Context: an optimization exercise on an open-source flow, tuned for small area. The choices shown serve that exercise and are no tape-out recipe.
At most, simulation tests tie the RTL to the original design; equivalence was not proved.
No activity file was given, so power comes from the tool's default toggle rates.

==> inputs of v11 <==
// project
module project(
	CLOCK_50,
	KEY,
	SW,
	plot,
	x,
	y,
	colour,
	HEX0,
	HEX1,
	HEX2
	);
==> flow/config.mk <==
export PLATFORM = sky130hd
export DESIGN_NAME = project
export DESIGN_NICKNAME = project
export VERILOG_FILES = /design/flow/design.v
export SDC_FILE = /design/flow/constraint.sdc
export NUM_CORES = 4
export LEC_CHECK = 0
export ABC_AREA = 1
export CAP_MARGIN = 20
export CORE_MARGIN = 2
export CORE_UTILIZATION = 40
export CTS_BUF_LIST = sky130_fd_sc_hd__clkbuf_8
export SLEW_MARGIN = 20
==> flow/constraint.sdc <==
create_clock -name core_clock -period 10.0 [get_ports {CLOCK_50}]
set_input_delay 2.0000 -clock core_clock [delete_from_list [all_inputs] [get_ports {CLOCK_50}]]
set_output_delay 2.0000 -clock core_clock [all_outputs]
set_load 0.01 [all_outputs]
standard.sh (not shown) runs the stock make flow with config.mk's settings and CLKGATE_MAP_FILE= SYNTH_SCRIPT=/design/flow/synth_recipe.tcl, a recipe that flattens the netlist after the stock synthesis.
==> flow/flow/run.sh <==
#!/bin/bash
# The standard layout (standard.sh, unchanged synthesis and steps), with
# three options passed through the environment:
#  - port buffers use the smallest buffer cell instead of clkdlybuf4s50_1;
#  - clock tree synthesis inserts no dummy loads;
#  - after floorplanning, combinational cells are set to drive strength 1
#    (flow/downsize.tcl); later repair steps size up where needed.
set -e
export BUFFER_PORTS_ARGS="-buffer_cell sky130_fd_sc_hd__buf_1"
export CTS_ARGS="-sink_clustering_enable -repair_clock_nets -buf_list sky130_fd_sc_hd__clkbuf_8 -dont_use_dummy_load"
export POST_FLOORPLAN_TCL="$(pwd)/flow/downsize.tcl"
bash standard.sh > standard.log 2>&1
==> flow/flow/downsize.tcl <==
# POST_FLOORPLAN hook: swap the combinational cells that synthesis mapped
# at a higher drive strength to drive strength 1.  Registers, clock and
# port buffers are not touched; the placement and timing repair steps
# size cells up again where slew, capacitance or timing need it.
set db [ord::get_db]
set block [ord::get_db_block]
set n 0
foreach inst [$block getInsts] {
  set name [[$inst getMaster] getName]
  if {[regexp {^(sky130_fd_sc_hd__(?:inv|nand2|nand3|nand4|nor2|nor3|nor4|and2|and3|and4|or2|or3|or4|a21oi|a31oi|o21ai|o21bai|a21o|o21a|a22oi|o22ai|a211oi|o211ai|xor2|xnor2|a2bb2oi|o2bb2ai|a221oi|o221ai|a32oi|o32ai|a41oi|o41ai|a311oi|o311ai|a2111oi|o2111ai|nand2b|nor2b|and2b|or2b)_)([0-9]+)$} $name -> base drv]} {
    if {$drv > 1} {
      set m [$db findMaster "${base}1"]
      if {$m != "NULL"} {
        $inst swapMaster $m
        incr n
      }
    }
  }
}
puts "downsize: swapped $n cells to drive strength 1"
==> v4: changes against v11 <==
--- a/flow/design.v
+++ b/flow/design.v
@@ -142,82 +142,72 @@
 		{S_END, 4'd9}:  begin pbx = 8'd96;  pby = 7'd50; pul = 8'd3; pud = 8'd3; pvd = 7'd20; pcol = 3'b011; end
 		{S_END, 4'd10}: begin pbx = 8'd100; pby = 7'd60; pul = 8'd3; pud = 8'd3; pvd = 7'd20; pcol = 3'b011; end
 		{S_END, 4'd11}: begin pbx = 8'd104; pby = 7'd40; pul = 8'd3; pud = 8'd3; pvd = 7'd40; pcol = 3'b011; end
 		{S_END, 4'd12}: pwait = 1'b1;
 		default: ;
 		endcase
 	end
 	wire newxy = active && (ph == 4'd2);
-	wire ispic = (st == S_ENT) || (st == S_BG) || (st == S_CRU) || (st == S_END);
-	wire pdone = (u == pud) && (v == pvd);
-	wire clrend = (ph == 4'd1) && (u == 8'd160) && (v == 7'd120);
-	reg clr_uv;
-	reg [7:0] ulim;
-	always @(*) begin
-		ulim = 8'd255;
-		clr_uv = 1'b0;
-		if (st == S_CLR) begin
-			ulim = 8'd160;
-			clr_uv = clrend || (ph == 4'd2);
-		end else if (ispic) begin
-			ulim = pul;
-			clr_uv = (ph == 4'd0) || pwait || pdone;
-		end else if (st == S_HUM) begin
-			clr_uv = (u == 8'd17);
-		end else begin
-			clr_uv = !active || (ph == 4'd0) || newxy || ((ph == 4'd3) && draw_done);
-		end
-	end
-	always @(posedge clk) begin
-		if (!rn) begin
-			u <= 8'd0; v <= 7'd0;
-		end else if (clr_uv) begin
-			u <= {7'd0, newxy && !ismoto}; v <= 7'd0;
-		end else if (u == ulim) begin
-			u <= 8'd0; v <= v + 1'b1;
-		end else u <= u + 1'b1;
-	end
 	always @(posedge clk) begin
 		if (!rn) begin
-			st <= S_CLR; ph <= 4'd0;
+			st <= S_CLR; ph <= 4'd0; u <= 8'd0; v <= 7'd0;
 			fr1 <= 1'b1; frL <= 1'b1; fe10 <= 1'b0;
 		end else begin
 			case (st)
 			S_CLR: begin
-				if (ph == 4'd0) ph <= 4'd1;
-				else if (clrend) ph <= 4'd2;
-				else if (ph == 4'd2) begin st <= S_ENT; ph <= 4'd0; end
+				if (ph == 4'd0) begin
+					ph <= 4'd1; u <= u + 1'b1;
+				end else if (ph == 4'd1) begin
+					if (u == 8'd160) begin
+						u <= 8'd0;
+						if (v == 7'd120) begin v <= 7'd0; ph <= 4'd2; end
+						else v <= v + 1'b1;
+					end else u <= u + 1'b1;
+				end else begin
+					st <= S_ENT; ph <= 4'd0; u <= 8'd0; v <= 7'd0;
+				end
 			end
 			S_ENT, S_BG, S_CRU, S_END: begin
 				if (ph == 4'd0) begin
 					if (st == S_CRU && !crushed) st <= S_END;
 					else if (st == S_END && !endgame) st <= S_BG;
 					else ph <= 4'd1;
 				end else if (pwait) begin
 					if (st == S_ENT) begin st <= S_BG; ph <= 4'd0; end
 					else if (st == S_BG) begin st <= S_C1; ph <= 4'd0; end
-				end else if (pdone) ph <= ph + 1'b1;
+				end else if (u == pud && v == pvd) begin
+					ph <= ph + 1'b1; u <= 8'd0; v <= 7'd0;
+				end else if (u == pul) begin
+					u <= 8'd0; v <= v + 1'b1;
+				end else u <= u + 1'b1;
 			end
 			S_HUM: begin
-				if (u == 8'd17) st <= S_CRU;
+				if (u == 8'd17) begin st <= S_CRU; u <= 8'd0; end
+				else u <= u + 1'b1;
 			end
 			default: begin  
 				if (!active) st <= st + 1'b1;
 				else case (ph)
 				4'd0: ph <= 4'd1;
-				4'd1: if (erase_done) ph <= 4'd2;
-				4'd2: ph <= 4'd3;
+				4'd1: begin
+					if (erase_done) ph <= 4'd2;
+					{v[4:0], u} <= R + 1'b1;
+				end
+				4'd2: begin
+					ph <= 4'd3;
+					u <= ismoto ? 8'd0 : 8'd1; v <= 7'd0;
+				end
 				default: begin
 					if (draw_done) begin
-						st <= st + 1'b1; ph <= 4'd0;
+						st <= st + 1'b1; ph <= 4'd0; u <= 8'd0; v <= 7'd0;
 						if (st == S_C8) fr1 <= 1'b0;
 						if (st == S_C12) frL <= 1'b0;
 						if (st == S_C10) fe10 <= frL;
-					end
+					end else {v[4:0], u} <= R + 1'b1;
 				end
 				endcase
 			end
 			endcase
 		end
 	end
 	always @(posedge clk) begin
 		if (!rn) begin
@@ -250,21 +240,22 @@
 			if (st == S_HUM && u != 8'd0 && u != 8'd9) hq <= hq + 1'b1;
 		end
 	end
 	always @(posedge clk) begin
 		if (iscar && ph == 4'd0) cxr <= pmux;
 		else if (newxy) cxr <= nx;
 	end
 	always @(posedge clk) begin
-		if (st == S_HUM && u >= 8'd1 && u <= 8'd8) hcol <= 3'b000;
+		if (!rn) hcol <= 3'b000;
+		else if (st == S_HUM && u >= 8'd1 && u <= 8'd8) hcol <= 3'b000;
 		else hcol <= SW[6:4];
 	end
 	reg [4:0] sc;           
-	reg pv, pdv;            
+	reg pv, pr, pdv, pd;    
 	reg [2:0] hf;           
 	reg phit;
 	reg [3:0] cidx;
 	always @(*) begin
 		case (st)
 		S_C1: cidx = 4'd0;
 		S_C4: cidx = 4'd1;
 		S_C5: cidx = 4'd2;
@@ -343,44 +334,46 @@
 	wire inm = !sneg && (sdl != 8'd0) && (g2 ? (sdl <= 8'd17) : (sdl <= 8'd9));
 	wire inp = (sd == 9'h1FF) || (!sneg && (g2 ? (sdl <= 8'd15) : (sdl <= 8'd7)));
 	wire eqw = !sneg && (g2 ? (sdl == 8'd16) : (sdl == 8'd8));
 	wire eqm3 = (sd == 9'h1FD);
 	wire sf1 = srl && eqw;
 	wire sf0 = srl && eqm3;
 	wire sdt = sdtop && in0;
 	wire sdb = sdbot && in0;
-	wire rf_in = (sk == 4'd9) ? 1'b0 : pv;
-	wire df_in = (sk == 4'd9) ? 1'b0 : pdv;
-	wire fr = sf1 || sf0;
-	wire fd = sdt || sdb;
-	wire last_step = (sk == 4'd0);
-	wire wr_r = !rf_in && (fr || (last_step && ((sx <= 8'd26) || (sx >= 8'd130))));
-	wire val_r = fr ? sf1 : (sx <= 8'd26);
-	wire wr_d = !df_in && (fd || (last_step && ((sy == 7'd24) || (sy == 7'd103))));
-	wire val_d = fd ? sdb : (sy == 7'd24);
+	wire first_step = (sk == 4'd0);
+	wire pv0  = first_step ? ((sx <= 8'd26) || (sx >= 8'd130)) : pv;
+	wire pr0  = first_step ? (sx <= 8'd26) : pr;
+	wire pdv0 = first_step ? ((sy == 7'd24) || (sy == 7'd103)) : pdv;
+	wire pd0  = first_step ? (sy == 7'd24) : pd;
+	wire pv1  = pv0 || sf1 || sf0;
+	wire pr1  = sf1 ? 1'b1 : sf0 ? 1'b0 : pr0;
+	wire pdv1 = pdv0 || sdt || sdb;
+	wire pd1  = sdt ? 1'b0 : sdb ? 1'b1 : pd0;
 	wire scan_on = (sc != 5'd31) && !crstep;
 	always @(posedge clk) begin
 		if (!rn) begin
 			sc <= 5'd31;
 			right <= 1'b1; down <= 1'b1; right1 <= 1'b1; down1 <= 1'b1;
 		end else if (newxy) begin
 			sc <= 5'd10;
 		end else if (crstep) begin
-			sc <= 5'd9;
+			sc <= 5'd0;
 		end else if (scan_on) begin
-			pv <= rf_in || fr; pdv <= df_in || fd;
-			if (wr_r) begin
-				if (sm) right1 <= val_r; else right <= val_r;
-			end
-			if (wr_d) begin
-				if (sm) down1 <= val_d; else down <= val_d;
-			end
-			if (last_step) sc <= sm ? 5'd31 : 5'd25;
-			else sc <= sc - 1'b1;
+			pv <= pv1; pr <= pr1; pdv <= pdv1; pd <= pd1;
+			if (sk == 4'd9) begin
+				sc <= sm ? 5'd31 : 5'd16;
+				if (sm) begin
+					if (pv1) right1 <= pr1;
+					if (pdv1) down1 <= pd1;
+				end else begin
+					if (pv1) right <= pr1;
+					if (pdv1) down <= pd1;
+				end
+			end else sc <= sc + 1'b1;
 		end
 	end
 	wire hvalid = slw && gok;
 	wire [2:0] hf1 = (u == 8'd0 ? 3'b000 : hf) | {3{hvalid}} & {inp, in0, inm};
 	wire nlane = (nhy >= 7'd27 && nhy <= 7'd31) || (nhy >= 7'd45 && nhy <= 7'd49) ||
 	             (nhy >= 7'd60 && nhy <= 7'd64) || (nhy >= 7'd75 && nhy <= 7'd79) ||
 	             (nhy >= 7'd90 && nhy <= 7'd94);
 	always @(posedge clk) begin
@@ -397,17 +390,17 @@
 	wire L12 = (hy >= 7'd75) && (hy <= 7'd79);
 	wire [6:0] hy1 = hy + 1'b1;
 	wire [7:0] hx1 = hx + 1'b1;
 	wire m9y  = (hy == y9)  || (hy1 == y9);
 	wire m10y = (hy == y10) || (hy1 == y10);
 	wire hit9  = (hx == x9)  || (hx1 == x9);
 	wire hit10 = (hx == x10) || (hx1 == x10);
 	wire mhit = level_up && !L11 && !L12 && (m9y ? hit9 : (m10y && hit10));
-	wire egame = level_up && !m9y && !m10y && (hx == 8'd133) && (hy == 7'd21);
+	wire egame = level_up && !L11 && !L12 && !m9y && !m10y && (hx == 8'd133) && (hy == 7'd21);
 	always@(posedge clk)
 	begin
 		if(!rn)
 			level_up<= 1'b0;
 		else if((hx == 8'd133) && (hy == 7'd102))
 			level_up <= 1'b1;
 	end
 	always @(posedge clk) begin
==> flow/run.sh (new file) <==
#!/bin/bash
# synth_recipe.tcl (not shown) runs the flow's synth.tcl, then flattens the netlist and writes it again
# the make line also repeats each setting of config.mk as NAME=value (left out here)
make -C /OpenROAD-flow-scripts/flow DESIGN_CONFIG=/design/flow/config.mk WORK_HOME=/design/flow/orfs CLKGATE_MAP_FILE= SYNTH_SCRIPT=/design/flow/synth_recipe.tcl finish
- CTS_CLUSTER_DIAMETER: not set -> 200
- CTS_CLUSTER_SIZE: not set -> 40
removed: flow/flow/run.sh
removed: flow/flow/downsize.tcl
removed: flow/standard.sh
==> notes <==
Synthesized cell count: v4 is larger than v11 (about 0.28%).
Against v4, the cell count of v11 is lower by 0.43%.
Of v4 and v11, v4 has the higher via count (gap about 0.55%, measured against v11).
Die area: v11 is smaller than v4 (1.2%).
Between v4 and v11, the lower combinational power is in v11 (gap about 70%, measured against v11).
In v11 the sequential power is lower than in v4, by about 10%.
The RTL of v11 was laid out without a check of its function.

## port drivers added, routing unchanged
No port has a modelled driver above. Below, the same layouts with a new extraction and two added sets of constraints. Step 1 (the two cells are an assumption about what drives the block):
set clk [get_ports {CLOCK_50}]
set_driving_cell -lib_cell sky130_fd_sc_hd__clkbuf_16 $clk
set_driving_cell -lib_cell sky130_fd_sc_hd__buf_2 [delete_from_list [all_inputs] $clk]
Step 2 times the ports against the registers' clock, not the clock port: input delays grow and output delays shrink by t, the midpoint of the rising clock arrivals with the driver on. a / b / c = ideal ports / drivers / drivers and shift; a / b = the first two.
| run | t (ns) | setup slack, ns | hold slack, ns | worst register clock-pin slew, ns | worst slew at a driven data input, ns |
|---|---|---|---|---|---|
| v11 | 0.559 | 1.603 / 1.603 / 1.603 | 0.454 / 0.454 / 0.454 | 0.10 / 0.10 | 0.04 |
| v4 | 0.565 | 1.757 / 1.704 / 1.793 | 0.466 / 0.466 / 0.466 | 0.11 / 0.11 | 0.03 |
After both steps every run listed still meets setup and hold.
